Background: an optimization exercise with open tools, aiming at small area, a short achievable clock period and few clock cycles. Do not read the settings as production practice.
Function was checked by simulation only, so behaviour that the tests miss may differ from the original.

==> design/flow/design.v <==
module maxfinder(clk, rst, start, x1, x2, x3, x4, eps, done, result);
input clk, start, rst;
input [4:0] x1, x2, x3, x4, eps;
output done;
output [4:0] result;
reg active;    
reg ph2;       
reg [3:0] v1, v2, v3, v4;
wire signed [4:0] a1, a2, a3, a4;
wire nactive = !active;
mf_sel sel1 (x1, {1'b0, v1}, nactive, active, a1);
mf_sel sel2 (x2, {1'b0, v2}, nactive, active, a2);
mf_sel sel3 (x3, {1'b0, v3}, nactive, active, a3);
mf_sel sel4 (x4, {1'b0, v4}, nactive, active, a4);
wire [3:0] n1, n2, n3, n4;
wire t1s1;
wire t1c2;
mf_fa t1f0 (a2[0], a3[0], a4[0], t1s1, t1c2);
wire t1s3;
wire t1c4;
mf_fa t1f1 (a2[1], a3[1], a4[1], t1s3, t1c4);
wire t1s5;
wire t1c6;
mf_fa t1f2 (a2[2], a3[2], a4[2], t1s5, t1c6);
wire t1s7;
wire t1c8;
mf_fa t1f3 (a2[3], a3[3], a4[3], t1s7, t1c8);
wire t1s9;
wire t1c10;
mf_fa t1f4 (a2[4], a3[4], a4[4], t1s9, t1c10);
wire [6:0] t1 = {t1s9, t1s9, t1s9, t1s7, t1s5, t1s3, t1s1} + {t1c10, t1c10, t1c8, t1c6, t1c4, t1c2, 1'b0};
wire p1_11;
assign p1_11 = eps[0] & t1[0];
wire p1_12;
assign p1_12 = eps[0] & t1[1];
wire p1_13;
assign p1_13 = eps[0] & t1[2];
wire p1_14;
assign p1_14 = eps[0] & t1[3];
wire p1_15;
assign p1_15 = eps[0] & t1[4];
wire p1_16;
assign p1_16 = eps[0] & t1[5];
wire p1_17;
assign p1_17 = ~(eps[0] & t1[6]);
wire p1_18;
assign p1_18 = eps[1] & t1[0];
wire p1_19;
assign p1_19 = eps[1] & t1[1];
wire p1_20;
assign p1_20 = eps[1] & t1[2];
wire p1_21;
assign p1_21 = eps[1] & t1[3];
wire p1_22;
assign p1_22 = eps[1] & t1[4];
wire p1_23;
assign p1_23 = eps[1] & t1[5];
wire p1_24;
assign p1_24 = ~(eps[1] & t1[6]);
wire p1_25;
assign p1_25 = eps[2] & t1[0];
wire p1_26;
assign p1_26 = eps[2] & t1[1];
wire p1_27;
assign p1_27 = eps[2] & t1[2];
wire p1_28;
assign p1_28 = eps[2] & t1[3];
wire p1_29;
assign p1_29 = eps[2] & t1[4];
wire p1_30;
assign p1_30 = eps[2] & t1[5];
wire p1_31;
assign p1_31 = ~(eps[2] & t1[6]);
wire p1_32;
assign p1_32 = eps[3] & t1[0];
wire p1_33;
assign p1_33 = eps[3] & t1[1];
wire p1_34;
assign p1_34 = eps[3] & t1[2];
wire p1_35;
assign p1_35 = eps[3] & t1[3];
wire p1_36;
assign p1_36 = eps[3] & t1[4];
wire p1_37;
assign p1_37 = eps[3] & t1[5];
wire p1_38;
assign p1_38 = ~(eps[3] & t1[6]);
wire [10:0] e1 = {{3{a1[4]}}, a1, 3'b000};
wire s1_s39;
wire s1_c40;
assign s1_s39 = ~e1[4];
assign s1_c40 = e1[4];
wire s1_s41;
wire s1_c42;
mf_ha s1_h42 (e1[5], ~t1[1], s1_s41, s1_c42);
wire s1_s43;
wire s1_c44;
assign s1_s43 = ~(e1[6] ^ ~t1[2]);
assign s1_c44 = e1[6] | ~t1[2];
wire s1_s45;
wire s1_c46;
mf_ha s1_h46 (e1[3], p1_32, s1_s45, s1_c46);
wire s1_s47;
wire s1_c48;
mf_fa s1_f48 (s1_s39, ~t1[0], p1_33, s1_s47, s1_c48);
wire s1_s49;
wire s1_c50;
mf_ha s1_h50 (p1_27, p1_21, s1_s49, s1_c50);
wire s1_s51;
wire s1_c52;
mf_fa s1_f52 (s1_c40, p1_34, p1_28, s1_s51, s1_c52);
wire s1_s53;
wire s1_c54;
mf_fa s1_f54 (s1_s41, p1_22, p1_16, s1_s53, s1_c54);
wire s1_s55;
wire s1_c56;
mf_fa s1_f56 (s1_c42, p1_35, p1_29, s1_s55, s1_c56);
wire s1_s57;
wire s1_c58;
mf_fa s1_f58 (p1_23, s1_s43, p1_17, s1_s57, s1_c58);
wire s1_s59;
wire s1_c60;
mf_fa s1_f60 (e1[7], ~t1[3], p1_36, s1_s59, s1_c60);
wire s1_s61;
wire s1_c62;
mf_fa s1_f62 (s1_c44, p1_30, p1_24, s1_s61, s1_c62);
wire s1_s63;
wire s1_c64;
mf_fa s1_f64 (e1[8], ~t1[4], p1_37, s1_s63, s1_c64);
wire s1_s65;
wire s1_c66;
mf_ha s1_h66 (p1_26, p1_20, s1_s65, s1_c66);
wire s1_s67;
wire s1_c68;
mf_fa s1_f68 (s1_c46, p1_15, s1_s47, s1_s67, s1_c68);
wire s1_s69;
wire s1_c70;
mf_fa s1_f70 (s1_c48, s1_c50, s1_s51, s1_s69, s1_c70);
wire s1_s71;
wire s1_c72;
mf_fa s1_f72 (s1_c52, s1_s55, s1_c54, s1_s71, s1_c72);
wire s1_s73;
wire s1_c74;
mf_fa s1_f74 (s1_c56, s1_s59, s1_c58, s1_s73, s1_c74);
wire s1_s75;
wire s1_c76;
mf_fa s1_f76 (s1_c60, p1_31, s1_s63, s1_s75, s1_c76);
wire s1_s77;
wire s1_c78;
mf_fa s1_f78 (e1[9], ~t1[5], s1_c64, s1_s77, s1_c78);
wire s1_s79;
wire s1_c80;
mf_ha s1_h80 (p1_25, p1_19, s1_s79, s1_c80);
wire s1_s81;
wire s1_c82;
mf_fa s1_f82 (s1_s45, p1_14, s1_s65, s1_s81, s1_c82);
wire s1_s83;
wire s1_c84;
mf_fa s1_f84 (s1_c66, s1_s49, s1_s67, s1_s83, s1_c84);
wire s1_s85;
wire s1_c86;
mf_fa s1_f86 (s1_c68, s1_s53, s1_s69, s1_s85, s1_c86);
wire s1_s87;
wire s1_c88;
mf_fa s1_f88 (s1_c70, s1_s71, s1_s57, s1_s87, s1_c88);
wire s1_s89;
wire s1_c90;
mf_fa s1_f90 (s1_c72, s1_s61, s1_s73, s1_s89, s1_c90);
wire s1_s91;
wire s1_c92;
mf_fa s1_f92 (s1_c62, s1_s75, s1_c74, s1_s91, s1_c92);
wire s1_s93;
wire s1_c94;
mf_fa s1_f94 (p1_38, s1_c76, s1_s77, s1_s93, s1_c94);
wire s1_s95;
wire s1_c96;
mf_fa s1_f96 (e1[10], t1[6], s1_c78, s1_s95, s1_c96);
wire [10:0] s1_ = {s1_c94, s1_c92, s1_c90, s1_c88, s1_c86, s1_c84, s1_c82, s1_c80, s1_s79, p1_18, p1_11} + {s1_s95, s1_s93, s1_s91, s1_s89, s1_s87, s1_s85, s1_s83, s1_s81, p1_13, p1_12, 1'b0};
assign n1 = s1_[10] ? 4'd0 : s1_[6:3];
wire t2s97;
wire t2c98;
mf_fa t2f0 (a1[0], a3[0], a4[0], t2s97, t2c98);
wire t2s99;
wire t2c100;
mf_fa t2f1 (a1[1], a3[1], a4[1], t2s99, t2c100);
wire t2s101;
wire t2c102;
mf_fa t2f2 (a1[2], a3[2], a4[2], t2s101, t2c102);
wire t2s103;
wire t2c104;
mf_fa t2f3 (a1[3], a3[3], a4[3], t2s103, t2c104);
wire t2s105;
wire t2c106;
mf_fa t2f4 (a1[4], a3[4], a4[4], t2s105, t2c106);
wire [6:0] t2 = {t2s105, t2s105, t2s105, t2s103, t2s101, t2s99, t2s97} + {t2c106, t2c106, t2c104, t2c102, t2c100, t2c98, 1'b0};
wire p2_107;
assign p2_107 = eps[0] & t2[0];
wire p2_108;
assign p2_108 = eps[0] & t2[1];
wire p2_109;
assign p2_109 = eps[0] & t2[2];
wire p2_110;
assign p2_110 = eps[0] & t2[3];
wire p2_111;
assign p2_111 = eps[0] & t2[4];
wire p2_112;
assign p2_112 = eps[0] & t2[5];
wire p2_113;
assign p2_113 = ~(eps[0] & t2[6]);
wire p2_114;
assign p2_114 = eps[1] & t2[0];
wire p2_115;
assign p2_115 = eps[1] & t2[1];
wire p2_116;
assign p2_116 = eps[1] & t2[2];
wire p2_117;
assign p2_117 = eps[1] & t2[3];
wire p2_118;
assign p2_118 = eps[1] & t2[4];
wire p2_119;
assign p2_119 = eps[1] & t2[5];
wire p2_120;
assign p2_120 = ~(eps[1] & t2[6]);
wire p2_121;
assign p2_121 = eps[2] & t2[0];
wire p2_122;
assign p2_122 = eps[2] & t2[1];
wire p2_123;
assign p2_123 = eps[2] & t2[2];
wire p2_124;
assign p2_124 = eps[2] & t2[3];
wire p2_125;
assign p2_125 = eps[2] & t2[4];
wire p2_126;
assign p2_126 = eps[2] & t2[5];
wire p2_127;
assign p2_127 = ~(eps[2] & t2[6]);
wire p2_128;
assign p2_128 = eps[3] & t2[0];
wire p2_129;
assign p2_129 = eps[3] & t2[1];
wire p2_130;
assign p2_130 = eps[3] & t2[2];
wire p2_131;
assign p2_131 = eps[3] & t2[3];
wire p2_132;
assign p2_132 = eps[3] & t2[4];
wire p2_133;
assign p2_133 = eps[3] & t2[5];
wire p2_134;
assign p2_134 = ~(eps[3] & t2[6]);
wire [10:0] e2 = {{3{a2[4]}}, a2, 3'b000};
wire s2_s135;
wire s2_c136;
assign s2_s135 = ~e2[4];
assign s2_c136 = e2[4];
wire s2_s137;
wire s2_c138;
mf_ha s2_h138 (e2[5], ~t2[1], s2_s137, s2_c138);
wire s2_s139;
wire s2_c140;
assign s2_s139 = ~(e2[6] ^ ~t2[2]);
assign s2_c140 = e2[6] | ~t2[2];
wire s2_s141;
wire s2_c142;
mf_ha s2_h142 (e2[3], p2_128, s2_s141, s2_c142);
wire s2_s143;
wire s2_c144;
mf_fa s2_f144 (s2_s135, ~t2[0], p2_129, s2_s143, s2_c144);
wire s2_s145;
wire s2_c146;
mf_ha s2_h146 (p2_123, p2_117, s2_s145, s2_c146);
wire s2_s147;
wire s2_c148;
mf_fa s2_f148 (s2_c136, p2_130, p2_124, s2_s147, s2_c148);
wire s2_s149;
wire s2_c150;
mf_fa s2_f150 (s2_s137, p2_118, p2_112, s2_s149, s2_c150);
wire s2_s151;
wire s2_c152;
mf_fa s2_f152 (s2_c138, p2_131, p2_125, s2_s151, s2_c152);
wire s2_s153;
wire s2_c154;
mf_fa s2_f154 (p2_119, s2_s139, p2_113, s2_s153, s2_c154);
wire s2_s155;
wire s2_c156;
mf_fa s2_f156 (e2[7], ~t2[3], p2_132, s2_s155, s2_c156);
wire s2_s157;
wire s2_c158;
mf_fa s2_f158 (s2_c140, p2_126, p2_120, s2_s157, s2_c158);
wire s2_s159;
wire s2_c160;
mf_fa s2_f160 (e2[8], ~t2[4], p2_133, s2_s159, s2_c160);
wire s2_s161;
wire s2_c162;
mf_ha s2_h162 (p2_122, p2_116, s2_s161, s2_c162);
wire s2_s163;
wire s2_c164;
mf_fa s2_f164 (s2_c142, p2_111, s2_s143, s2_s163, s2_c164);
wire s2_s165;
wire s2_c166;
mf_fa s2_f166 (s2_c144, s2_c146, s2_s147, s2_s165, s2_c166);
wire s2_s167;
wire s2_c168;
mf_fa s2_f168 (s2_c148, s2_s151, s2_c150, s2_s167, s2_c168);
wire s2_s169;
wire s2_c170;
mf_fa s2_f170 (s2_c152, s2_s155, s2_c154, s2_s169, s2_c170);
wire s2_s171;
wire s2_c172;
mf_fa s2_f172 (s2_c156, p2_127, s2_s159, s2_s171, s2_c172);
wire s2_s173;
wire s2_c174;
mf_fa s2_f174 (e2[9], ~t2[5], s2_c160, s2_s173, s2_c174);
wire s2_s175;
wire s2_c176;
mf_ha s2_h176 (p2_121, p2_115, s2_s175, s2_c176);
wire s2_s177;
wire s2_c178;
mf_fa s2_f178 (s2_s141, p2_110, s2_s161, s2_s177, s2_c178);
wire s2_s179;
wire s2_c180;
mf_fa s2_f180 (s2_c162, s2_s145, s2_s163, s2_s179, s2_c180);
wire s2_s181;
wire s2_c182;
mf_fa s2_f182 (s2_c164, s2_s149, s2_s165, s2_s181, s2_c182);
wire s2_s183;
wire s2_c184;
mf_fa s2_f184 (s2_c166, s2_s167, s2_s153, s2_s183, s2_c184);
wire s2_s185;
wire s2_c186;
mf_fa s2_f186 (s2_c168, s2_s157, s2_s169, s2_s185, s2_c186);
wire s2_s187;
wire s2_c188;
mf_fa s2_f188 (s2_c158, s2_s171, s2_c170, s2_s187, s2_c188);
wire s2_s189;
wire s2_c190;
mf_fa s2_f190 (p2_134, s2_c172, s2_s173, s2_s189, s2_c190);
wire s2_s191;
wire s2_c192;
mf_fa s2_f192 (e2[10], t2[6], s2_c174, s2_s191, s2_c192);
wire [10:0] s2_ = {s2_c190, s2_c188, s2_c186, s2_c184, s2_c182, s2_c180, s2_c178, s2_c176, s2_s175, p2_114, p2_107} + {s2_s191, s2_s189, s2_s187, s2_s185, s2_s183, s2_s181, s2_s179, s2_s177, p2_109, p2_108, 1'b0};
assign n2 = s2_[10] ? 4'd0 : s2_[6:3];
wire t3s193;
wire t3c194;
mf_fa t3f0 (a1[0], a2[0], a4[0], t3s193, t3c194);
wire t3s195;
wire t3c196;
mf_fa t3f1 (a1[1], a2[1], a4[1], t3s195, t3c196);
wire t3s197;
wire t3c198;
mf_fa t3f2 (a1[2], a2[2], a4[2], t3s197, t3c198);
wire t3s199;
wire t3c200;
mf_fa t3f3 (a1[3], a2[3], a4[3], t3s199, t3c200);
wire t3s201;
wire t3c202;
mf_fa t3f4 (a1[4], a2[4], a4[4], t3s201, t3c202);
wire [6:0] t3 = {t3s201, t3s201, t3s201, t3s199, t3s197, t3s195, t3s193} + {t3c202, t3c202, t3c200, t3c198, t3c196, t3c194, 1'b0};
wire p3_203;
assign p3_203 = eps[0] & t3[0];
wire p3_204;
assign p3_204 = eps[0] & t3[1];
wire p3_205;
assign p3_205 = eps[0] & t3[2];
wire p3_206;
assign p3_206 = eps[0] & t3[3];
wire p3_207;
assign p3_207 = eps[0] & t3[4];
wire p3_208;
assign p3_208 = eps[0] & t3[5];
wire p3_209;
assign p3_209 = ~(eps[0] & t3[6]);
wire p3_210;
assign p3_210 = eps[1] & t3[0];
wire p3_211;
assign p3_211 = eps[1] & t3[1];
wire p3_212;
assign p3_212 = eps[1] & t3[2];
wire p3_213;
assign p3_213 = eps[1] & t3[3];
wire p3_214;
assign p3_214 = eps[1] & t3[4];
wire p3_215;
assign p3_215 = eps[1] & t3[5];
wire p3_216;
assign p3_216 = ~(eps[1] & t3[6]);
wire p3_217;
assign p3_217 = eps[2] & t3[0];
wire p3_218;
assign p3_218 = eps[2] & t3[1];
wire p3_219;
assign p3_219 = eps[2] & t3[2];
wire p3_220;
assign p3_220 = eps[2] & t3[3];
wire p3_221;
assign p3_221 = eps[2] & t3[4];
wire p3_222;
assign p3_222 = eps[2] & t3[5];
wire p3_223;
assign p3_223 = ~(eps[2] & t3[6]);
wire p3_224;
assign p3_224 = eps[3] & t3[0];
wire p3_225;
assign p3_225 = eps[3] & t3[1];
wire p3_226;
assign p3_226 = eps[3] & t3[2];
wire p3_227;
assign p3_227 = eps[3] & t3[3];
wire p3_228;
assign p3_228 = eps[3] & t3[4];
wire p3_229;
assign p3_229 = eps[3] & t3[5];
wire p3_230;
assign p3_230 = ~(eps[3] & t3[6]);
wire [10:0] e3 = {{3{a3[4]}}, a3, 3'b000};
wire s3_s231;
wire s3_c232;
assign s3_s231 = ~e3[4];
assign s3_c232 = e3[4];
wire s3_s233;
wire s3_c234;
mf_ha s3_h234 (e3[5], ~t3[1], s3_s233, s3_c234);
wire s3_s235;
wire s3_c236;
assign s3_s235 = ~(e3[6] ^ ~t3[2]);
assign s3_c236 = e3[6] | ~t3[2];
wire s3_s237;
wire s3_c238;
mf_ha s3_h238 (e3[3], p3_224, s3_s237, s3_c238);
wire s3_s239;
wire s3_c240;
mf_fa s3_f240 (s3_s231, ~t3[0], p3_225, s3_s239, s3_c240);
wire s3_s241;
wire s3_c242;
mf_ha s3_h242 (p3_219, p3_213, s3_s241, s3_c242);
wire s3_s243;
wire s3_c244;
mf_fa s3_f244 (s3_c232, p3_226, p3_220, s3_s243, s3_c244);
wire s3_s245;
wire s3_c246;
mf_fa s3_f246 (s3_s233, p3_214, p3_208, s3_s245, s3_c246);
wire s3_s247;
wire s3_c248;
mf_fa s3_f248 (s3_c234, p3_227, p3_221, s3_s247, s3_c248);
wire s3_s249;
wire s3_c250;
mf_fa s3_f250 (p3_215, s3_s235, p3_209, s3_s249, s3_c250);
wire s3_s251;
wire s3_c252;
mf_fa s3_f252 (e3[7], ~t3[3], p3_228, s3_s251, s3_c252);
wire s3_s253;
wire s3_c254;
mf_fa s3_f254 (s3_c236, p3_222, p3_216, s3_s253, s3_c254);
wire s3_s255;
wire s3_c256;
mf_fa s3_f256 (e3[8], ~t3[4], p3_229, s3_s255, s3_c256);
wire s3_s257;
wire s3_c258;
mf_ha s3_h258 (p3_218, p3_212, s3_s257, s3_c258);
wire s3_s259;
wire s3_c260;
mf_fa s3_f260 (s3_c238, p3_207, s3_s239, s3_s259, s3_c260);
wire s3_s261;
wire s3_c262;
mf_fa s3_f262 (s3_c240, s3_c242, s3_s243, s3_s261, s3_c262);
wire s3_s263;
wire s3_c264;
mf_fa s3_f264 (s3_c244, s3_s247, s3_c246, s3_s263, s3_c264);
wire s3_s265;
wire s3_c266;
mf_fa s3_f266 (s3_c248, s3_s251, s3_c250, s3_s265, s3_c266);
wire s3_s267;
wire s3_c268;
mf_fa s3_f268 (s3_c252, p3_223, s3_s255, s3_s267, s3_c268);
wire s3_s269;
wire s3_c270;
mf_fa s3_f270 (e3[9], ~t3[5], s3_c256, s3_s269, s3_c270);
wire s3_s271;
wire s3_c272;
mf_ha s3_h272 (p3_217, p3_211, s3_s271, s3_c272);
wire s3_s273;
wire s3_c274;
mf_fa s3_f274 (s3_s237, p3_206, s3_s257, s3_s273, s3_c274);
wire s3_s275;
wire s3_c276;
mf_fa s3_f276 (s3_c258, s3_s241, s3_s259, s3_s275, s3_c276);
wire s3_s277;
wire s3_c278;
mf_fa s3_f278 (s3_c260, s3_s245, s3_s261, s3_s277, s3_c278);
wire s3_s279;
wire s3_c280;
mf_fa s3_f280 (s3_c262, s3_s263, s3_s249, s3_s279, s3_c280);
wire s3_s281;
wire s3_c282;
mf_fa s3_f282 (s3_c264, s3_s253, s3_s265, s3_s281, s3_c282);
wire s3_s283;
wire s3_c284;
mf_fa s3_f284 (s3_c254, s3_s267, s3_c266, s3_s283, s3_c284);
wire s3_s285;
wire s3_c286;
mf_fa s3_f286 (p3_230, s3_c268, s3_s269, s3_s285, s3_c286);
wire s3_s287;
wire s3_c288;
mf_fa s3_f288 (e3[10], t3[6], s3_c270, s3_s287, s3_c288);
wire [10:0] s3_ = {s3_c286, s3_c284, s3_c282, s3_c280, s3_c278, s3_c276, s3_c274, s3_c272, s3_s271, p3_210, p3_203} + {s3_s287, s3_s285, s3_s283, s3_s281, s3_s279, s3_s277, s3_s275, s3_s273, p3_205, p3_204, 1'b0};
assign n3 = s3_[10] ? 4'd0 : s3_[6:3];
wire t4s289;
wire t4c290;
mf_fa t4f0 (a1[0], a2[0], a3[0], t4s289, t4c290);
wire t4s291;
wire t4c292;
mf_fa t4f1 (a1[1], a2[1], a3[1], t4s291, t4c292);
wire t4s293;
wire t4c294;
mf_fa t4f2 (a1[2], a2[2], a3[2], t4s293, t4c294);
wire t4s295;
wire t4c296;
mf_fa t4f3 (a1[3], a2[3], a3[3], t4s295, t4c296);
wire t4s297;
wire t4c298;
mf_fa t4f4 (a1[4], a2[4], a3[4], t4s297, t4c298);
wire [6:0] t4 = {t4s297, t4s297, t4s297, t4s295, t4s293, t4s291, t4s289} + {t4c298, t4c298, t4c296, t4c294, t4c292, t4c290, 1'b0};
wire p4_299;
assign p4_299 = eps[0] & t4[0];
wire p4_300;
assign p4_300 = eps[0] & t4[1];
wire p4_301;
assign p4_301 = eps[0] & t4[2];
wire p4_302;
assign p4_302 = eps[0] & t4[3];
wire p4_303;
assign p4_303 = eps[0] & t4[4];
wire p4_304;
assign p4_304 = eps[0] & t4[5];
wire p4_305;
assign p4_305 = ~(eps[0] & t4[6]);
wire p4_306;
assign p4_306 = eps[1] & t4[0];
wire p4_307;
assign p4_307 = eps[1] & t4[1];
wire p4_308;
assign p4_308 = eps[1] & t4[2];
wire p4_309;
assign p4_309 = eps[1] & t4[3];
wire p4_310;
assign p4_310 = eps[1] & t4[4];
wire p4_311;
assign p4_311 = eps[1] & t4[5];
wire p4_312;
assign p4_312 = ~(eps[1] & t4[6]);
wire p4_313;
assign p4_313 = eps[2] & t4[0];
wire p4_314;
assign p4_314 = eps[2] & t4[1];
wire p4_315;
assign p4_315 = eps[2] & t4[2];
wire p4_316;
assign p4_316 = eps[2] & t4[3];
wire p4_317;
assign p4_317 = eps[2] & t4[4];
wire p4_318;
assign p4_318 = eps[2] & t4[5];
wire p4_319;
assign p4_319 = ~(eps[2] & t4[6]);
wire p4_320;
assign p4_320 = eps[3] & t4[0];
wire p4_321;
assign p4_321 = eps[3] & t4[1];
wire p4_322;
assign p4_322 = eps[3] & t4[2];
wire p4_323;
assign p4_323 = eps[3] & t4[3];
wire p4_324;
assign p4_324 = eps[3] & t4[4];
wire p4_325;
assign p4_325 = eps[3] & t4[5];
wire p4_326;
assign p4_326 = ~(eps[3] & t4[6]);
wire [10:0] e4 = {{3{a4[4]}}, a4, 3'b000};
wire s4_s327;
wire s4_c328;
assign s4_s327 = ~e4[4];
assign s4_c328 = e4[4];
wire s4_s329;
wire s4_c330;
mf_ha s4_h330 (e4[5], ~t4[1], s4_s329, s4_c330);
wire s4_s331;
wire s4_c332;
assign s4_s331 = ~(e4[6] ^ ~t4[2]);
assign s4_c332 = e4[6] | ~t4[2];
wire s4_s333;
wire s4_c334;
mf_ha s4_h334 (e4[3], p4_320, s4_s333, s4_c334);
wire s4_s335;
wire s4_c336;
mf_fa s4_f336 (s4_s327, ~t4[0], p4_321, s4_s335, s4_c336);
wire s4_s337;
wire s4_c338;
mf_ha s4_h338 (p4_315, p4_309, s4_s337, s4_c338);
wire s4_s339;
wire s4_c340;
mf_fa s4_f340 (s4_c328, p4_322, p4_316, s4_s339, s4_c340);
wire s4_s341;
wire s4_c342;
mf_fa s4_f342 (s4_s329, p4_310, p4_304, s4_s341, s4_c342);
wire s4_s343;
wire s4_c344;
mf_fa s4_f344 (s4_c330, p4_323, p4_317, s4_s343, s4_c344);
wire s4_s345;
wire s4_c346;
mf_fa s4_f346 (p4_311, s4_s331, p4_305, s4_s345, s4_c346);
wire s4_s347;
wire s4_c348;
mf_fa s4_f348 (e4[7], ~t4[3], p4_324, s4_s347, s4_c348);
wire s4_s349;
wire s4_c350;
mf_fa s4_f350 (s4_c332, p4_318, p4_312, s4_s349, s4_c350);
wire s4_s351;
wire s4_c352;
mf_fa s4_f352 (e4[8], ~t4[4], p4_325, s4_s351, s4_c352);
wire s4_s353;
wire s4_c354;
mf_ha s4_h354 (p4_314, p4_308, s4_s353, s4_c354);
wire s4_s355;
wire s4_c356;
mf_fa s4_f356 (s4_c334, p4_303, s4_s335, s4_s355, s4_c356);
wire s4_s357;
wire s4_c358;
mf_fa s4_f358 (s4_c336, s4_c338, s4_s339, s4_s357, s4_c358);
wire s4_s359;
wire s4_c360;
mf_fa s4_f360 (s4_c340, s4_s343, s4_c342, s4_s359, s4_c360);
wire s4_s361;
wire s4_c362;
mf_fa s4_f362 (s4_c344, s4_s347, s4_c346, s4_s361, s4_c362);
wire s4_s363;
wire s4_c364;
mf_fa s4_f364 (s4_c348, p4_319, s4_s351, s4_s363, s4_c364);
wire s4_s365;
wire s4_c366;
mf_fa s4_f366 (e4[9], ~t4[5], s4_c352, s4_s365, s4_c366);
wire s4_s367;
wire s4_c368;
mf_ha s4_h368 (p4_313, p4_307, s4_s367, s4_c368);
wire s4_s369;
wire s4_c370;
mf_fa s4_f370 (s4_s333, p4_302, s4_s353, s4_s369, s4_c370);
wire s4_s371;
wire s4_c372;
mf_fa s4_f372 (s4_c354, s4_s337, s4_s355, s4_s371, s4_c372);
wire s4_s373;
wire s4_c374;
mf_fa s4_f374 (s4_c356, s4_s341, s4_s357, s4_s373, s4_c374);
wire s4_s375;
wire s4_c376;
mf_fa s4_f376 (s4_c358, s4_s359, s4_s345, s4_s375, s4_c376);
wire s4_s377;
wire s4_c378;
mf_fa s4_f378 (s4_c360, s4_s349, s4_s361, s4_s377, s4_c378);
wire s4_s379;
wire s4_c380;
mf_fa s4_f380 (s4_c350, s4_s363, s4_c362, s4_s379, s4_c380);
wire s4_s381;
wire s4_c382;
mf_fa s4_f382 (p4_326, s4_c364, s4_s365, s4_s381, s4_c382);
wire s4_s383;
wire s4_c384;
mf_fa s4_f384 (e4[10], t4[6], s4_c366, s4_s383, s4_c384);
wire [10:0] s4_ = {s4_c382, s4_c380, s4_c378, s4_c376, s4_c374, s4_c372, s4_c370, s4_c368, s4_s367, p4_306, p4_299} + {s4_s383, s4_s381, s4_s379, s4_s377, s4_s375, s4_s373, s4_s371, s4_s369, p4_301, p4_300, 1'b0};
assign n4 = s4_[10] ? 4'd0 : s4_[6:3];
function lt2(input f1, f2, f3, f4);
    lt2 = !((f1 & (f2 | f3 | f4)) | (f2 & (f3 | f4)) | (f3 & f4));
endfunction
wire z1 = |v1, z2 = |v2, z3 = |v3, z4 = |v4;
wire g12 = v1 > v2, e12 = v1 == v2;
wire g34 = v3 > v4, e34 = v3 == v4;
wire [3:0] w12 = g12 ? v1 : v2;
wire [3:0] w34 = g34 ? v3 : v4;
wire gf = w12 > w34, ef = w12 == w34;
wire u1 = gf & g12;
wire u2 = gf & !g12 & !e12;
wire u3 = !gf & !ef & g34;
wire u4 = !gf & !ef & !g34 & !e34;
function eq2(input f1, f2, f3, f4);
    eq2 = (f1 + f2 + f3 + f4) == 3'd2;
endfunction
wire known = (eps[3] & eps[2] & eps[1]) | (eps[3] & eq2(z1, z2, z3, z4));
wire k1 = u1, k2 = u2, k3 = u3, k4 = u4;
wire lx = lt2(|x1, |x2, |x3, |x4);
assign done = active & (ph2 | lx | known | lt2(z1, z2, z3, z4));
assign result = ({5{k1}} & x1) | ({5{k2}} & x2) | ({5{k3}} & x3) | ({5{k4}} & x4);
always @(posedge clk) begin
    v1 <= n1; v2 <= n2; v3 <= n3; v4 <= n4;
    if (rst) begin
        active <= 1'b0;
        ph2 <= 1'b0;
    end else begin
        active <= active ? !done : start;
        ph2 <= active & !done;
    end
end
endmodule
module mf_fa(input a, b, c, output s, co);
assign s = a ^ b ^ c;
assign co = (a & b) | (a & c) | (b & c);
endmodule
module mf_sel(input [4:0] x, y, input nsx, sy, output [4:0] a);
assign a = (x & {5{nsx}}) | (y & {5{sy}});
endmodule
module mf_fa1(input a, b, output s, co);
assign s = ~(a ^ b);
assign co = a | b;
endmodule
module mf_ha(input a, b, output s, co);
assign s = a ^ b;
assign co = a & b;
endmodule
==> design/flow/flow/run.sh <==
#!/bin/bash
export BUFFER_PORTS_ARGS="-buffer_cell sky130_fd_sc_hd__buf_2"
cp standard.sh standard_copy.sh.txt
bash standard.sh > standard.log 2>&1
==> design/flow/standard.sh <==
#!/bin/bash
# synth_recipe.tcl (not shown) runs the flow's synth.tcl, then flattens the netlist and writes it again
# the make line also repeats each setting of config.mk as NAME=value (left out here)
make -C /OpenROAD-flow-scripts/flow DESIGN_CONFIG=/design/flow/config.mk WORK_HOME=/design/flow/orfs CLKGATE_MAP_FILE= SYNTH_SCRIPT=/design/flow/synth_recipe.tcl "${@:-finish}"
==> design/flow/config.mk <==
export PLATFORM = sky130hd
export DESIGN_NAME = maxfinder
export DESIGN_NICKNAME = maxfinder
export VERILOG_FILES = /design/flow/design.v
export SDC_FILE = /design/flow/constraint.sdc
export NUM_CORES = 4
export LEC_CHECK = 0
export CAP_MARGIN = 20
export CORE_MARGIN = 2
export CORE_UTILIZATION = 40
export SETUP_SLACK_MARGIN = 2.4
export SLEW_MARGIN = 20
export SYNTH_HIERARCHICAL = 1
export SYNTH_MINIMUM_KEEP_SIZE = 0
==> design/flow/constraint.sdc <==
create_clock -name core_clock -period 9.0 [get_ports {clk}]
set_input_delay 1.8000 -clock core_clock [delete_from_list [all_inputs] [get_ports {clk}]]
set_output_delay 1.8000 -clock core_clock [all_outputs]
set_load 0.01 [all_outputs]
==> run notes, run 1 <==
post-synth cell types 49; min cycle time layout approximately 6.5 ns; Slew @ Worst Pin 0.7280 ns; Reg clk slew, reported paths around 0.060 ns; CP arrival 6.62 ns; starting density of the core 0.4046; Crit-path slowest cell fa_1; grt ovf 0; WP data required 9.16 ns; fmax 154.8 MHz; EDFF count, synth 0; IO Pins 34; Reg2Reg Setup Slack 3.04 ns; clock latency at the later pin of the worst-skew pair approximately 0.25 ns; total die area 16,920 µm²; hold_ws between 0.6 and 0.7 ns; vias in the first global route 5,271; Critical Path Max Stage Delay 0.57 ns; cts bufs inserted 3; Hold Crit Class flop to flop; Synth Flop Type dfxtp_1; Syn Std Cell Area between 6000 and 7000 µm²; Setup crit end kind flop; fin crit share 0.7179; Area Overhead vs Synth 12.10%; CORE AREA ~16,000 µm²; FF-to-FF path depth 19; endpoints failing hold 0; global-route wire length before repair between 20 and 30 mm; average size of a mapped cell approximately 9.6 µm²; layout cells sized above 1 0.1435; most used cell along the critical path fa_1; post-route DRC violation count 0; startpoint types primary input; wire length per cell 17.50 µm; CTS Sinks 18; CTS tree done; initial antenna violation count 0; Post-DRT Antenna Nets 0; CTS root buffer clkbuf_16; Hold Crit Start ph2$_SDFF_PP0_; FFs w/ async S/R, synth 0; crit path from x1[1]; reg-to-reg startpoint active$_SDFF_PP0_; drt via density 5.425; NumNets Final 929; worst hold path endpoint ph2$_SDFF_PP0_; Initial DRC Count 308; MaxCap Viol Count 0; pin count of the biggest net entering global routing 31; most frequent cells in the layout 111 x fa_1, 94 x and2_1, 87 x ha_1, 65 x inv_1, 37 x nand2_1; number of synthesized register bits 18; DRT Pass-1 Iters 4; Post-Syn Instances 661; Seq/Total Area, Yosys 0.05668; maximum buffer depth of the clock tree 2; most common cell after layout, fill and taps aside fa_1; GP Congestion 0.9447; CP cell instances buf_8, a22o_4, fa_1, ha_2, fa_2, a21o_1, a21oi_2, xnor2_2, and2_4, fa_1, fa_1, fa_1, ha_4, nand4_1, nor2_1, a21oi_1, xnor2_1, nor4b_4; detailed-route via count 4,953; GRT Util Overall 0.1965; drt total wl 15.97 mm; Slew HR 0.5142; CTS H-tree lvls 1; kind of critical path primary input to flop; RR Endpoint v3[1]$_SDFF_PP0_; Sum Neg Setup Slack 0 ns; status timing/DRC/antenna clean; Clock Skew approximately 0.0067 ns; die outline height 130.1 µm; Worst Path Max Fanout 4; Setup-failing EPs final 0; antenna cells 0; fin. max-slew vios 0; Post-DP HPWL 12.96 mm; std cell rows 46; RSZ-0062 raised after global routing yes; I/O Buffers 32; Die W 130.1 µm; filler instances 1,533; cell count of the worst hold path 3; Ys Warns 7
-- registers in the layout (all words and copies together), names as in the netlist --
| signal | cells |
|---|---|
| v4 | 4 |
| active | 1 |
| v3 | 4 |
| v2 | 4 |
| ph2 | 1 |
| v1 | 4 |
-- cell type report --
cell class | instances | area [µm²] | share of cell area
Tap cell | 216 | 270.3 | 0.03792
Multi-Input combinational cell | 568 | 5912 | 0.8295
Sequential cell | 18 | 360.3 | 0.05056
Inverter | 65 | 244.0 | 0.03423
Timing Repair Buffer | 42 | 251.5 | 0.03529
Clock buffer | 4 | 88.84 | 0.01246
-- cells by family (layout without fill, tap and decap cells) --
group / Yosys count / count (layout) / synth area share
AOI/OAI and AO/OA: 110 / 110 / 0.1189
xor gates and xnor gates: 30 / 30 / 0.04133
and+or+nand+nor: 218 / 218 / 0.1978
buffers and inverters: 78 / 111 / 0.04684
DFF: 18 / 18 / 0.05668
other: 1 / 4 / 0.0005899
muxes: 2 / 2 / 0.003346
adders and majority gates: 204 / 204 / 0.5345
-- Yosys stat by module, one instance, submodules excluded --
module | flip-flops and latches | cells inside | times used
mf_ha | 0 | 1 | 20
mf_sel | 0 | 5 | 4
maxfinder | 18 | 513 | 1
mf_fa | 0 | 1 | 108
-- critical path: cells and delay by family --
family	cells	cell delay, ns
AOI/OAI and AO/OA	4	0.74
xor gates and xnor gates	2	0.50
buffers and inverters	1	0.10
adders and majority gates	7	2.84
and+or+nand+nor	4	0.63
-- worst max-delay path by stage --
stage	endpoint	slack [ns]	cells past startpoint
after floorplan	v2[1]$_SDFF_PP0_	2.72	17
final	v3[1]$_SDFF_PP0_	2.54	18
after CTS	v3[1]$_SDFF_PP0_	2.35	18
after global routing	v3[1]$_SDFF_PP0_	2.34	18
after global placement	v2[1]$_SDFF_PP0_	2.05	18
after detailed placement	v3[1]$_SDFF_PP0_	2.00	18
-- stage by stage --
step	setup slack [ns]	std cells	util	area (µm²)
2_1_floorplan	2.722	664	-	6369
3_5_place_dp	2.002	900	0.4298	6753
5_1_grt	2.343	913	0.4536	7127
3_3_place_gp	2.045	900	0.4298	6753
6_report	2.539	913	0.4536	7127
4_1_cts	2.348	904	0.4373	6870
-- synth_stat cells, types with 4 or more instances --
cell       instances  share of area
ha_1              90           0.18
dfxtp_1           18          0.057
o2111ai_1         12          0.017
nand4_1            7         0.0069
clkbuf_1          11         0.0065
xor2_1             9          0.012
xnor2_1           21          0.029
nand2_1           37          0.022
inv_1             65          0.038
o21ai_1            4         0.0031
a21oi_1           35          0.028
fa_1             113           0.36
a22o_1            21          0.029
nor2_1            18          0.011
and3_1             4         0.0039
and2_1            97          0.095
o21ai_0            9         0.0071
nand3_1           28          0.022
a21o_1            10          0.012
o211ai_1           4         0.0047
-- metal layers --
layer | vias to the layer above | share of wire | global-route usage
li1 | 2327 | - | -
met1 | 2482 | 0.45 | 0.2681
met2 | 120 | 0.49 | 0.3440
met3 | 24 | 0.039 | 0.007790
met4 | 0 | 0.020 | 0.05250
met5 | - | 0 | 0
-- what timing repair did --
item	4_1_cts	5_1_grt
pin swaps	0	16
hold buffers	0	0
setup endpoints to repair	12	16
cloned	0	0
resized for setup	8	41
buffers inserted	0	9
Testbench counts, summed over its fixed seeds: cycles 3,201.
==> run 2, diff against run 1 <==
==> design/flow/flow/run.sh (replaced) <==
#!/bin/bash
export BUFFER_PORTS_ARGS="-buffer_cell sky130_fd_sc_hd__buf_1"
bash standard.sh > standard.log 2>&1
--- a/design/flow/config.mk
+++ b/design/flow/config.mk
@@ -7,8 +7,8 @@
 export LEC_CHECK = 0
 export CAP_MARGIN = 20
 export CORE_MARGIN = 2
-export CORE_UTILIZATION = 40
-export SETUP_SLACK_MARGIN = 2.4
+export CORE_UTILIZATION = 60
+export SETUP_SLACK_MARGIN = 2.2
 export SLEW_MARGIN = 20
 export SYNTH_HIERARCHICAL = 1
 export SYNTH_MINIMUM_KEEP_SIZE = 0
==> run 2 against run 1 <==
Still clean. Wire length shrank 2.7%. Critical endpoint is now v2[1]$_SDFF_PP0_. Synthesized area is the same. Via count shrank 0.38%. Flip-flop and latch count is the same. Critical path type unchanged. Clock skew shrank 0.0026 ns.
==> run notes, run 2 <==
CORE AREA between 10,000 and 15,000 µm²; std cell rows 37; Post-DRT Antenna Nets 0; starting density of the core 0.6158; startpoint types primary input; most frequent cells in the layout 113 x fa_1, 97 x and2_1, 90 x ha_1, 65 x inv_1, 37 x nand2_1; number of synthesized register bits 18; pin count of the biggest net entering global routing 31; WP data required slightly above 9 ns; global-route wire length before repair 26.12 mm; layout cells sized above 1 0.05499; Ys Warns 7; CTS root buffer clkbuf_8; most common cell after layout, fill and taps aside fa_1; endpoints failing hold 0; drt via density approximately 6.0; IO Pins 34; Final Cell Area 6743 µm²; drt total wl between 15 and 20 mm; wire length per cell ~19 µm; antenna cells 0; CTS Sinks 18; Setup crit end kind flop; clock latency at the later pin of the worst-skew pair 0.26 ns; filler instances 873; CP arrival roughly 6.8 ns; mux share of post-synthesis cell area 0.003346; placed cell area 6635 µm²; CTS tree done; top cells by count, synth 113 x fa_1, 97 x and2_1, 90 x ha_1, 65 x inv_1, 37 x nand2_1; Seq/Total Area, Yosys 0.05668; DRT Pass-1 Iters 5; GP Congestion around 0.9; Synth Area in Adders 0.5345; post-synth cell types 49; Slew HR 0.5149; count of hold-fix buffers inserted at cts 0; fin. max-slew vios 0; status timing/DRC/antenna clean; MaxCap Viol Count 0; average size of a mapped cell 9.618 µm²; total die area 11,440 µm²; grt ovf 0; Area Overhead vs Synth 6.062%; EDFF count, synth 0; Clock Skew 0.004061 ns; Slew @ Worst Pin 0.7277 ns; Post-DP HPWL between 10 and 15 mm; NumNets Final between 900 and 1,000; post-route DRC violation count 0; count leader, synth fa_1; GRT Util Overall 0.2937; Setup-failing EPs final 0; fin crit share 0.7302; Syn Std Cell Area 6357 µm²; maximum buffer depth of the clock tree 2; Synth area leaders fa_1 36%, ha_1 18%, and2_1 9.5%; kind of critical path primary input to flop; post-synthesis simple-gate area fraction 0.1978; vias in the first global route 5,433; post-synth top area share 0.3558; I/O Buffers 32; Post-Syn Instances 661; Hold Crit Class flop to flop; Compound-Gate Fraction of Synth Area 0.1189; largest family of logic cells by synthesized area adder cells; FFs w/ async S/R, synth 0; Sum Neg Setup Slack 0 ns; Initial DRC Count 298; CTS H-tree lvls 1; detailed-route via count 4,934; die outline height 106.9 µm; fmax 152.2 MHz; Synth Flop Type dfxtp_1; XOR/XNOR share of the synthesized area 0.04133; initial antenna violation count 0; Die W 106.9 µm; Yosys top cell by area fa_1; Worst Path Max Fanout 5; Setup WS pre-CTS 1.997 ns; RSZ-0062 raised after global routing yes; cts bufs inserted 3; Reg clk slew, reported paths 0.07 ns; min cycle time layout 6.572 ns; final worst setup slack 2.428 ns
-- run 2: cell counts after synthesis --
No cell type changed its count.
-- run 2: layer usage --
metal / GRT usage / share of wire
met5: 0 / 0
met4: 0.07885 / 0.029
met3: 0.02736 / 0.049
met2: 0.5296 / 0.50
met1: 0.3782 / 0.42
-- run 2: through the flow --
step                        util  instances  hold slack (ns)
after floorplan                -        664           0.5243
after global placement    0.6427        823           0.5922
after detailed placement  0.6427        823           0.5936
after CTS                 0.6480        827           0.6104
after global routing      0.6531        827           0.6443
final                     0.6531        827           0.6065
-- run 2: timing repair --
action / in CTS / in global routing
setup endpoints to repair: 0 / 16
setup buffers: 0 / 0
resized for setup: 0 / 13
-- run 2: logic make-up after synthesis --
family          Yosys count
fa+ha+maj               204
mux                       2
other cells               1
simple gates            218
buf+inv                  78
compound gates          110
xor+xnor                 30
flops                    18
-- run 2: modules after synthesis (local to each module, per instance) --
module,flops+latches,area (µm²),copies in the design
mf_fa,0,20.02,108
maxfinder,18,3770,1
mf_sel,0,43.79,4
mf_ha,0,12.51,20
-- run 2: worst max-delay path, cell delays in order --
cell,delay (ns)
buf_1,0.11
a22o_2,0.38
fa_1,0.48
ha_1,0.23
fa_1,0.43
a21o_1,0.18
a21oi_1,0.23
xnor2_2,0.18
and2_1,0.18
fa_1,0.43
fa_1,0.47
fa_1,0.42
ha_1,0.33
a21oi_1,0.19
o21ai_0,0.11
a21oi_1,0.22
xnor2_2,0.17
nor4b_2,0.21
-- run 2: final cells by class --
| type | count | area, µm² | share of cell area |
|---|---|---|---|
| clock buffers | 4 | 55.05 | 0.008165 |
| inverters | 65 | 244.0 | 0.03618 |
| multi-input cells | 568 | 5762 | 0.8545 |
| flip-flops and latches | 18 | 361.6 | 0.05363 |
| well taps | 136 | 170.2 | 0.02524 |
| repair buffers | 36 | 150.1 | 0.02227 |
-- run 2: worst paths after layout --
kind	from	endpoint	slack (ns)	depth (start not counted)
worst max-delay path	x3[1]	v2[1]$_SDFF_PP0_	2.43	18
worst min-delay path	ph2$_SDFF_PP0_	ph2$_SDFF_PP0_	0.61	3
worst max register to register	active$_SDFF_PP0_	v2[1]$_SDFF_PP0_	2.97	18
worst min register to register	ph2$_SDFF_PP0_	ph2$_SDFF_PP0_	0.61	3
==> run 3, diff against run 2 <==
--- a/design/flow/config.mk
+++ b/design/flow/config.mk
@@ -7,8 +7,9 @@
 export LEC_CHECK = 0
 export CAP_MARGIN = 20
 export CORE_MARGIN = 2
-export CORE_UTILIZATION = 60
+export CORE_UTILIZATION = 40
 export SETUP_SLACK_MARGIN = 2.2
 export SLEW_MARGIN = 20
 export SYNTH_HIERARCHICAL = 1
 export SYNTH_MINIMUM_KEEP_SIZE = 0
+export TNS_END_PERCENT = 0
==> run 3 against run 2 <==
Synthesized cell count unchanged. Final cell count increased by 9.8%. Non-clock buffer count increased by 1. Final area increased by 1.7%. Critical path type unchanged.
==> run notes, run 3 <==
status timing/DRC/antenna clean; Post-Syn Instances between 600 and 700; Post-DRT Antenna Nets 0; Critical Path Max Stage Delay 0.51 ns; std cell rows 46; kind of critical path primary input to flop; Synth area leaders fa_1 36%, ha_1 18%, and2_1 9.5%; reg-to-reg startpoint active$_SDFF_PP0_; most common cell after layout, fill and taps aside fa_1; min cycle time layout 6.575 ns; most used cell along the critical path fa_1; number of synthesized register bits 18; Core Util, Final 0.4365; maximum buffer depth of the clock tree 2; GP Congestion 0.9296; hold_ws 0.6129 ns; post-synth top area share 0.3558; RSZ-0062 raised after global routing yes; Placed Cells 904; Reg clk slew, reported paths 0.06 ns; Seq/Total Area, Yosys 0.05668; most frequent cells in the layout 113 x fa_1, 97 x and2_1, 90 x ha_1, 65 x inv_1, 37 x nand2_1; DRT Pass-1 Iters 5; Yosys top cell by area fa_1; endpoints failing hold 0; antenna cells 0; detailed-route via count between 4,000 and 5,000; grt ovf 0; Slew HR 0.5697; CP arrival between 6 and 7 ns; pin count of the biggest net entering global routing 31; Hold Crit Class flop to flop; drt via density 5.459; CTS tree done; worst hold path endpoint ph2$_SDFF_PP0_; total die area roughly 17,000 µm²; vias in the first global route 5,308; EDFF count, synth 0; Area Overhead vs Synth 7.892%; CORE AREA 15,710 µm²; top cells by count, synth 113 x fa_1, 97 x and2_1, 90 x ha_1, 65 x inv_1, 37 x nand2_1; startpoint types primary input; clock latency at the later pin of the worst-skew pair 0.25 ns; fin cells 908; Sum Neg Setup Slack 0 ns; count leader, synth fa_1; Ys Warns 7; Synth Flop Type dfxtp_1; fmax ~150 MHz; CTS root buffer clkbuf_16; die outline height 130.1 µm; drt total wl 15.73 mm; CP cell instances buf_1, a22o_2, fa_1, ha_1, fa_1, a21o_1, a21oi_1, xnor2_1, and2_1, fa_1, fa_1, fa_1, ha_1, a21oi_1, o21ai_0, a31oi_1, xnor2_1, and3_1; I/O Buffers 32; IO Pins 34; initial antenna violation count 0; Crit-path slowest cell fa_1; global-route wire length before repair 26.10 mm; Worst Path Max Fanout 5; CTS H-tree lvls 1; WP data required slightly above 9 ns; average size of a mapped cell 9.618 µm²; postcts setup bufs 0; RR Endpoint v4[2]$_SDFF_PP0_; Die W 130.1 µm; Hold Crit Start ph2$_SDFF_PP0_; MaxCap Viol Count 0; CTS Sinks 18; FFs w/ async S/R, synth 0; post-synth cell types 49; cts bufs inserted 3; fin crit share 0.7305; FF-to-FF path depth 19; cell count of the worst hold path 3; Initial DRC Count 185; NumNets Final 924; Post-DP HPWL around 13 mm; Setup crit end kind flop; Setup-failing EPs final 0; GRT Util Overall 0.1955; fin. max-slew vios 0; post-route DRC violation count 0; Reg2Reg Setup Slack 3.07 ns; layout cells sized above 1 0.04913; wire length per cell 17.32 µm; Slew @ Worst Pin 0.6455 ns; Syn Std Cell Area 6357 µm²; starting density of the core 0.4046; Clock Skew about 0.0015 ns
-- run 3: cell types whose count changed in the layout (fill, tap and decap cells not counted), sizes merged --
| cell | previous run | this run |
|---|---|---|
| buf | 36 | 37 |
-- run 3: layout make-up --
class / count / area, µm²
fillers: 1519 / 8853
multi-input cells: 568 / 5738
flip-flops and latches: 18 / 360.3
well taps: 216 / 270.3
inverters: 65 / 244.0
repair buffers: 37 / 157.7
clock buffers: 4 / 88.84
-- run 3: worst max-delay path by stage --
| stage | startpoint | to | slack (ns) | cells past startpoint |
|---|---|---|---|---|
| after global routing | x1[1] | v3[1]$_SDFF_PP0_ | 2.18 | 18 |
| after detailed placement | x2[1] | v3[1]$_SDFF_PP0_ | 1.99 | 18 |
| after floorplan | x1[1] | v2[1]$_SDFF_PP0_ | 2.72 | 17 |
| after CTS | x2[1] | v3[1]$_SDFF_PP0_ | 2.25 | 18 |
| final | x1[1] | v4[2]$_SDFF_PP0_ | 2.43 | 18 |
| after global placement | x1[1] | v2[1]$_SDFF_PP0_ | 2.07 | 18 |
-- run 3: modules after synthesis (local to each module, per instance) --
module	flops+latches	cells inside	area, µm²	copies in the design
mf_ha	0	1	12.51	20
mf_sel	0	5	43.79	4
maxfinder	18	513	3770	1
mf_fa	0	1	20.02	108
-- run 3: critical path: cells and delay by family --
family,cells,cell delay [ns]
compound gates,6,1.21
fa+ha+maj,7,2.80
buf+inv,1,0.11
simple gates,2,0.41
xor+xnor,2,0.45
-- run 3: cell families (layout without fill, tap and decap cells) --
kind of cell	count (synthesis)	in the layout	share of synthesized area
xor+xnor	30	30	0.04133
mux	2	2	0.003346
compound gates	110	110	0.1189
buf+inv	78	106	0.04684
simple gates	218	218	0.1978
fa+ha+maj	204	204	0.5345
other cells	1	4	0.0005899
flops	18	18	0.05668
-- run 3: per-stage QoR --
step	cell area (µm²)	setup WS, ns
detailed placement	6743	1.989
finish	6859	2.425
global placement	6743	2.071
CTS	6832	2.250
global route	6859	2.180
floorplan	6369	2.722
-- run 3: timing repair --
| item | in CTS | in global routing |
|---|---|---|
| hold buffers | 0 | 0 |
| gates resized for setup | 0 | 7 |
| setup endpoints to repair | 0 | 16 |
-- run 3: metal layers --
layer	global-route usage	up-vias	part of all wire
met5	0	-	0
li1	-	2306	-
met2	0.3499	146	0.50
met1	0.2557	2473	0.43
met4	0.05946	0	0.032
met3	0.01025	32	0.038
==> run 4, diff against run 3 <==
--- a/design/flow/config.mk
+++ b/design/flow/config.mk
@@ -8,8 +8,7 @@
 export CAP_MARGIN = 20
 export CORE_MARGIN = 2
 export CORE_UTILIZATION = 40
-export SETUP_SLACK_MARGIN = 2.2
+export SETUP_SLACK_MARGIN = 2.1
 export SLEW_MARGIN = 20
 export SYNTH_HIERARCHICAL = 1
 export SYNTH_MINIMUM_KEEP_SIZE = 0
-export TNS_END_PERCENT = 0
==> run 4 against run 3 <==
Synthesized area stayed put. Final cell count is the same. Still clean on timing, DRC and antenna. Synthesized cell count unchanged. Flip-flop and latch count did not move. Global-route usage did not move. Core utilization is 0.095 points lower. Clock skew barely moved. Hold slack lost 0.00058 ns. Count of clock-buffer cells in the layout unchanged. Die area did not move.
==> run notes, run 4 <==
Post-DRT Antenna Nets 0; CTS Sinks 18; initial antenna violation count 0; Final Cell Area 6844 µm²; Seq/Total Area, Yosys 0.05668; Die W between 100 and 150 µm; placed cell area 6743 µm²; count of hold-fix buffers inserted at cts 0; Post-DP HPWL roughly 13 mm; fin crit share 0.7386; Hold Crit Start ph2$_SDFF_PP0_; Post-Syn Instances 661; most frequent cells in the layout 113 x fa_1, 97 x and2_1, 90 x ha_1, 65 x inv_1, 37 x nand2_1; reg-to-reg startpoint active$_SDFF_PP0_; Initial DRC Count 183; MaxCap Viol Count 0; DRT Pass-1 Iters 4; FFs w/ async S/R, synth 0; Core Util, Final 0.4356; count leader, synth fa_1; detailed-route via count 4,939; Resize count post-CTS 0; EDFF count, synth 0; Slew @ Worst Pin around 0.64 ns; Yosys top cell by area fa_1; FF-to-FF path depth 19; pin count of the biggest net entering global routing 31; Sum Neg Setup Slack 0 ns; Synth Flop Type dfxtp_1; layout cells sized above 1 0.04624; std cell rows 46; Synth area leaders fa_1 36%, ha_1 18%, and2_1 9.5%; endpoints failing hold 0; fmax 150.4 MHz; vias in the first global route about 5,300; most common cell after layout, fill and taps aside fa_1; cell count of the worst hold path 3; Setup WS pre-CTS 1.989 ns; maximum buffer depth of the clock tree 2; Area Overhead vs Synth 7.656%; Slew HR 0.5718; post-synth cell types 49; RSZ-0062 raised after global routing no; I/O Buffers 32; Setup crit end kind flop; CTS H-tree lvls 1; final worst setup slack 2.353 ns; worst hold path endpoint ph2$_SDFF_PP0_; drt via density between 5 and 6; total die area between 15,000 and 20,000 µm²; Setup-failing EPs final 0; GP Congestion 0.9296; GRT Util Overall 0.1955; RR Endpoint v2[1]$_SDFF_PP0_; NumNets Final 924; cts bufs inserted 3; antenna cells 0; post-synth top area share 0.3558; CTS tree done; hold_ws 0.6123 ns; fin. max-slew vios 0; top cells by count, synth 113 x fa_1, 97 x and2_1, 90 x ha_1, 65 x inv_1, 37 x nand2_1; Ys Warns 7; post-route DRC violation count 0; starting density of the core 0.4046; CTS root buffer clkbuf_16; drt total wl 15.67 mm; Reg clk slew, reported paths 0.06 ns; die outline height 130.1 µm; IO Pins 34; WP data required 9.17 ns; postcts setup bufs 0; global-route wire length before repair ~26 mm; clock latency at the later pin of the worst-skew pair 0.25 ns; wire length per cell 17.25 µm; min cycle time layout about 6.6 ns; Reg2Reg Setup Slack roughly 3.0 ns; startpoint types primary input; average size of a mapped cell approximately 9.6 µm²; kind of critical path primary input to flop; Worst Path Max Fanout 5; grt ovf 0; CP arrival approximately 7 ns; Clock Skew between 0.001 and 0.0015 ns; Syn Std Cell Area 6357 µm²; status timing/DRC/antenna clean; CORE AREA 15,710 µm²; number of synthesized register bits 18; Hold Crit Class flop to flop
## run 4: logic make-up after synthesis
family,share of synthesized area
AOI/OAI and AO/OA,0.1189
other,0.0005899
buffers and inverters,0.04684
muxes,0.003346
adders and majority gates,0.5345
DFF,0.05668
and+or+nand+nor,0.1978
xor gates and xnor gates,0.04133
## run 4: area by class of cell
| class | instances | area (µm²) |
|---|---|---|
| clock buffer | 4 | 88.84 |
| inverter | 65 | 244.0 |
| timing repair buffer | 37 | 157.7 |
| sequential | 18 | 360.3 |
| multi-input combinational | 568 | 5723 |
| tap | 216 | 270.3 |
| fill | 1521 | 8869 |
## run 4: worst max-delay path by stage
stage          startpoint               end  slack, ns  cells past startpoint
6_report            x1[1]  v2[1]$_SDFF_PP0_       2.35                     18
5_1_grt             x1[1]  v2[1]$_SDFF_PP0_       2.11                     18
4_1_cts             x2[1]  v3[1]$_SDFF_PP0_       2.25                     18
3_5_place_dp        x2[1]  v3[1]$_SDFF_PP0_       1.99                     18
3_3_place_gp        x1[1]  v2[1]$_SDFF_PP0_       2.07                     18
2_1_floorplan       x1[1]  v2[1]$_SDFF_PP0_       2.72                     17
## run 4: per-layer routing
metal,GRT usage,vias to the layer above,share of wire
met1,0.2557,2466,0.44
met4,0.05946,0,0.030
met3,0.01025,30,0.036
met2,0.3499,138,0.50
li1,-,2305,-
met5,0,-,0
## run 4: worst max-delay path: stages
cell     delay (ns)
buf_1          0.11
a22o_2         0.38
fa_1           0.50
ha_1           0.22
fa_1           0.40
a21o_1         0.17
a21oi_1        0.18
xnor2_1        0.24
and2_1         0.20
fa_1           0.43
fa_1           0.53
fa_1           0.42
ha_1           0.28
nand2_1        0.06
nor3_1         0.18
a21oi_1        0.10
xnor2_1        0.33
nor4b_2        0.26
## run 4: modules after synthesis, one instance, submodules excluded
module     flops+latches  cells inside
mf_sel                 0             5
maxfinder             18           513
mf_ha                  0             1
mf_fa                  0             1
## run 4: per-stage QoR
step / std cells
3_5_place_dp: 904
6_report: 908
4_1_cts: 908
2_1_floorplan: 664
3_3_place_gp: 904
5_1_grt: 908
==> run 5, diff against run 4 <==
--- a/design/flow/config.mk
+++ b/design/flow/config.mk
@@ -8,7 +8,7 @@
 export CAP_MARGIN = 20
 export CORE_MARGIN = 2
 export CORE_UTILIZATION = 40
-export SETUP_SLACK_MARGIN = 2.1
+export SETUP_SLACK_MARGIN = 2.3
 export SLEW_MARGIN = 20
 export SYNTH_HIERARCHICAL = 1
 export SYNTH_MINIMUM_KEEP_SIZE = 0
==> run 5 against run 4 <==
Still clean on timing, DRC and antenna. Final area grew 1.2%. Maximum frequency grew 1.9%. Wire length grew 0.62%. Critical path type unchanged. Largest cell class unchanged.
==> run notes, run 5 <==
status timing/DRC/antenna clean; Synth area leaders fa_1 36%, ha_1 18%, and2_1 9.5%; CTS Sinks 18; maximum buffer depth of the clock tree 2; most frequent cells in the layout 113 x fa_1, 97 x and2_1, 90 x ha_1, 65 x inv_1, 37 x nand2_1; most common cell after layout, fill and taps aside fa_1; min cycle time layout 6.526 ns; layout cells sized above 1 0.06792; CP arrival ~6.7 ns; Post-Syn Instances 661; NumNets Final 924; drt total wl 15.76 mm; Slew HR 0.5593; IO Pins 34; MaxCap Viol Count 0; pin count of the biggest net entering global routing 31; Yosys top cell by area fa_1; filler instances 1,513; number of synthesized register bits 18; Sum Neg Setup Slack 0 ns; Synth Flop Type dfxtp_1; Worst Path Max Fanout 5; antenna cells 0; Clock Skew 0.001497 ns; die outline height between 100 and 150 µm; Setup-failing EPs final 0; CTS H-tree lvls 1; RSZ-0062 raised after global routing yes; Setup WS pre-CTS 1.989 ns; std cell rows 46; WP data required 9.17 ns; DRT Pass-1 Iters 4; post-synth top area share 0.3558; Area Overhead vs Synth 8.994%; fmax 153.2 MHz; total die area around 17,000 µm²; top cells by count, synth 113 x fa_1, 97 x and2_1, 90 x ha_1, 65 x inv_1, 37 x nand2_1; Reg clk slew, reported paths 0.06 ns; Seq/Total Area, Yosys 0.05668; Slew @ Worst Pin roughly 0.66 ns; Post-DP HPWL 13.05 mm; starting density of the core 0.4046; GRT Util Overall 0.1955; Die W 130.1 µm; GP Congestion 0.9296; initial antenna violation count 0; count leader, synth fa_1; drt via density 5.454; cts bufs inserted 3; CTS root buffer clkbuf_16; vias in the first global route approximately 5,300; placed cell area 6743 µm²; grt ovf 0; average size of a mapped cell about 9.6 µm²; endpoints failing hold 0; detailed-route via count 4,952; Post-DRT Antenna Nets 0; CORE AREA 15,710 µm²; FFs w/ async S/R, synth 0; Hold Crit Class flop to flop; post-route DRC violation count 0; final worst setup slack 2.474 ns; Setup crit end kind flop; Reg2Reg Setup Slack 3.07 ns; post-synth cell types 49; clock latency at the later pin of the worst-skew pair 0.25 ns; Initial DRC Count 197; Final Cell Area a little under 7000 µm²; startpoint types primary input; hold_ws 0.6137 ns; global-route wire length before repair approximately 26 mm; CTS tree done; fin crit share 0.7251; Ys Warns 7; I/O Buffers 32; fin. max-slew vios 0; kind of critical path primary input to flop; Syn Std Cell Area between 6000 and 7000 µm²; EDFF count, synth 0; wire length per cell roughly 17 µm
[run 5: worst max-delay path: stages]
cell,delay [ns]
buf_1,0.12
a22o_4,0.33
fa_1,0.49
ha_1,0.22
fa_1,0.40
a21o_1,0.18
a21oi_1,0.23
xnor2_2,0.21
and2_1,0.19
fa_1,0.42
fa_1,0.48
fa_1,0.43
ha_1,0.35
a21oi_1,0.15
o21ai_0,0.11
a21oi_1,0.21
xnor2_2,0.16
nor4b_2,0.21
[run 5: path summary, 6_finish.rpt]
check,depth (start not counted),to,start
worst max-delay path,18,v3[1]$_SDFF_PP0_,x1[1]
worst min-delay path,3,ph2$_SDFF_PP0_,ph2$_SDFF_PP0_
worst max register to register,19,v4[2]$_SDFF_PP0_,active$_SDFF_PP0_
worst min register to register,3,ph2$_SDFF_PP0_,ph2$_SDFF_PP0_
[run 5: what timing repair did]
action                                  4_1_cts  5_1_grt
hold buffers                                  0        0
pin swaps                                     0        0
endpoints found under the setup margin        2       16
hold endpoints to repair                      0        0
cloned                                        0        0
gates resized for setup                       4       19
buffers inserted                              0        0
[run 5: cell type report]
| type | instances | area (µm²) | area share |
|---|---|---|---|
| clock buffer | 4 | 88.84 | 0.01282 |
| inverter | 65 | 244.0 | 0.03521 |
| multi-input combinational | 568 | 5808 | 0.8382 |
| sequential | 18 | 360.3 | 0.05200 |
| tap | 216 | 270.3 | 0.03900 |
| timing repair buffer | 37 | 157.7 | 0.02275 |
[run 5: per-module statistics from Yosys (local to each module, per instance)]
module,flip-flops and latches,cells inside,area [µm²]
mf_fa,0,1,20.02
maxfinder,18,513,3770
mf_sel,0,5,43.79
mf_ha,0,1,12.51
[run 5: cells by family (layout without fill, tap and decap cells)]
kind of cell	count (synthesis)	after routing	synth area share
AOI/OAI and AO/OA	110	110	0.1189
xor gates and xnor gates	30	30	0.04133
adders and majority gates	204	204	0.5345
buffers and inverters	78	106	0.04684
DFF	18	18	0.05668
muxes	2	2	0.003346
other	1	4	0.0005899
and+or+nand+nor	218	218	0.1978
[run 5: metrics by stage]
step | utilization | instances
CTS | 0.4351 | 908
detailed placement | 0.4291 | 904
global placement | 0.4291 | 904
floorplan | - | 664
finish | 0.4410 | 908
global route | 0.4410 | 908
[run 5: layer usage]
layer | vias up | track usage | share of wire
li1 | 2302 | - | -
met5 | - | 0 | 0
met3 | 35 | 0.01025 | 0.038
met2 | 131 | 0.3499 | 0.50
met1 | 2484 | 0.2557 | 0.43
met4 | 0 | 0.05946 | 0.032

==> static timing again, ports no longer ideal <==
The results above use ideal ports. As a check the final layouts listed here were re-extracted and re-timed, cells and wires unchanged.
Step 1: set_driving_cell puts a clkbuf_16 on clk and a buf_2 on each other input, an assumption about the parent block.
Step 2 adds t to the input delays and takes it off the output delays; t is the mean of the earliest and latest rising clock arrival at the registers after step 1. Input paths then give back, and output paths get back, about the clock's delay inside the block.
Three values: ideal ports, drivers, drivers and shift; two values: the first two.
| run | t, ns | slack for setup (ns) | slew at the worst register clock pin (ns) | worst data-port slew with drivers (ns) |
|---|---|---|---|---|
| run 1 | 0.284 | 2.539 / 2.525 / 2.241 | 0.06 / 0.06 | 0.06 |
| run 2 | 0.284 | 2.428 / 2.433 / 2.149 | 0.07 / 0.07 | 0.04 |
| run 3 | 0.287 | 2.425 / 2.434 / 2.146 | 0.06 / 0.06 | 0.03 |
| run 4 | 0.284 | 2.353 / 2.358 / 2.074 | 0.06 / 0.06 | 0.03 |
| run 5 | 0.284 | 2.474 / 2.480 / 2.195 | 0.06 / 0.06 | 0.03 |
After both steps setup and hold are still met in every run listed. The setup slack of run 1, which loses most, moves by -0.014 ns with the drivers and by -0.298 ns with both steps.
